This design comes from an exercise in tuning for small area on the open sky130 flow, not from production work. The RTL was checked by simulation tests, not by an equivalence proof against the original design. Power and IR drop assume default switching activity.

// frecuenciometro
module frecuenciometro (
    input wire clk,
    input wire rst,
    input wire signal_in,
    output wire[0:6] display_unidad, display_decena, display_centena, display_mil, display_dmil, display_cmil
);
Size in the first run: roughly 250 cells after synthesis, ~45 I/O pins, about 2600 µm² of cells after synthesis.
Settings: LEC_CHECK=0, ABC_AREA=1, CAP_MARGIN=20, CORE_MARGIN=2, CORE_UTILIZATION=40, SLEW_MARGIN=20; clock period 45.0 ns.
standard.sh (not shown) runs the stock make flow with config.mk's settings and CLKGATE_MAP_FILE= SYNTH_SCRIPT=/design/flow/synth_recipe.tcl, a recipe that flattens the netlist after the stock synthesis.
==> flow/flow/run.sh <==
#!/bin/bash
# Own layout flow: the standard synthesis, then the combinational logic
# between the (unchanged) registers is re-mapped by ABC for area; then the
# standard ORFS layout, with buf_1 port buffers and a leaner clock tree.
# Every tool writes its full output to a log file in this folder.
set -euo pipefail
W=$PWD
F=$W/flow
R=$W/orfs/results/sky130hd/frecuenciometro/base
LIB=$FLOW_HOME/platforms/sky130hd/lib/sky130_fd_sc_hd__tt_025C_1v80.lib
YOSYS=$(command -v yosys || echo "$FLOW_HOME/../tools/install/yosys/bin/yosys")

bash standard.sh synth > "$W/synth.log" 2>&1
cp "$R/1_2_yosys.v" "$W/std_synth.v"

cat > "$W/remap.ys" <<EOS
read_liberty -ignore_miss_func $LIB
read_verilog $W/std_synth.v
hierarchy -top $FLOW_TOP
setattr -mod -set keep_hierarchy 1 sky130_fd_sc_hd__dfxtp_1 sky130_fd_sc_hd__edfxtp_1
flatten
opt_clean
abc -liberty $LIB -dont_use sky130_fd_sc_hd__lpflow_* -dont_use sky130_fd_sc_hd__probe* -script $F/remap.abc
opt_clean -purge
setundef -zero
splitnets
opt_clean -purge
hilomap -singleton -hicell sky130_fd_sc_hd__conb_1 HI -locell sky130_fd_sc_hd__conb_1 LO
insbuf -buf sky130_fd_sc_hd__buf_1 A X
blackbox sky130_fd_sc_hd__dfxtp_1 sky130_fd_sc_hd__edfxtp_1
tee -o $W/remap_stat.txt stat -liberty $LIB
write_verilog -noattr -nohex -nodec $W/remap.v
EOS
"$YOSYS" -s "$W/remap.ys" > "$W/remap.log" 2>&1
cp "$W/remap.v" "$R/1_2_yosys.v"
rm -f "$R/1_synth.odb" "$R/1_synth.sdc"

export BUFFER_PORTS_ARGS="-buffer_cell sky130_fd_sc_hd__buf_1"
export CTS_ARGS="-sink_clustering_enable -repair_clock_nets -dont_use_dummy_load"
bash standard.sh finish > "$W/finish.log" 2>&1
==> flow/flow/remap.abc <==
strash
&get -n
&deepsyn -T 10
&put
&get -n
&dch -f
&nf -R 1000
&put
Then changed:
==> flow/run.sh (new file) <==
#!/bin/bash
# synth_recipe.tcl (not shown) runs the flow's synth.tcl, then flattens the netlist and writes it again
# the make line also repeats each setting of config.mk as NAME=value (left out here)
make -C /OpenROAD-flow-scripts/flow DESIGN_CONFIG=/design/flow/config.mk WORK_HOME=/design/flow/orfs CLKGATE_MAP_FILE= SYNTH_SCRIPT=/design/flow/synth_recipe.tcl finish
removed: flow/flow/run.sh
removed: flow/flow/remap.abc
removed: flow/standard.sh
What happened: The new run finished with timing, DRC and antenna clean. Critical path depth goes down by 7. Clock power rises by about 30%. Count of clock-buffer cells in the layout goes up by 6. Total power rose by 13%. Final cell count went up by 40%. Worst setup slack improved by 1.7 ns.
Then changed:
==> flow/flow/run.sh (new file) <==
#!/bin/bash
# Standard ORFS layout with smaller port buffers and a leaner clock tree.
set -euo pipefail
W=$PWD
export BUFFER_PORTS_ARGS="-buffer_cell sky130_fd_sc_hd__buf_1"
export CTS_ARGS="-sink_clustering_enable -repair_clock_nets -dont_use_dummy_load"
bash standard.sh synth > $W/synth.log 2>&1
bash standard.sh finish > $W/finish.log 2>&1
==> flow/standard.sh (new file) <==
#!/bin/bash
# synth_recipe.tcl (not shown) runs the flow's synth.tcl, then flattens the netlist and writes it again
# the make line also repeats each setting of config.mk as NAME=value (left out here)
make -C /OpenROAD-flow-scripts/flow DESIGN_CONFIG=/design/flow/config.mk WORK_HOME=/design/flow/orfs CLKGATE_MAP_FILE= SYNTH_SCRIPT=/design/flow/synth_recipe.tcl "${@:-finish}"
removed: flow/run.sh
The changed run passed the timing, DRC and antenna checks.
Setup slack improved by 0.41 ns.
Worst hold slack loses 0.0039 ns.
Clock-buffer cell count drops by 6.

==> static timing again, ports no longer ideal <==
In the flow no input, the clock included, has a driving cell. The finished layouts below were timed again as built, in two steps. Step 1 sets driving cells, clkbuf_16 on the clock port and buf_2 on the other inputs (assumed; they add their load-dependent delay and slew). Step 2 also shifts input and output timing later by t, the mid clock arrival at the registers, as if the neighbouring blocks saw the same clock. a / b / c = ideal / step 1 / step 2; a / b = the first two.
run	t (ns)	setup WS [ns]	worst setup path after step 2	clock arrival spread, ns	cell pins on the clock port's net
the first run	0.350	32.256 / 32.261 / 31.911	input to register	0.011 / 0.011	1
the second run	0.369	33.931 / 33.934 / 33.564	input to register	0.005 / 0.005	1
the third run	0.358	34.342 / 34.341 / 33.983	input to register	0.008 / 0.008	1
After both steps setup and hold are still met in every run listed. The setup slack of the second run, which loses most, moves by +0.003 ns with the drivers and by -0.367 ns with both steps.
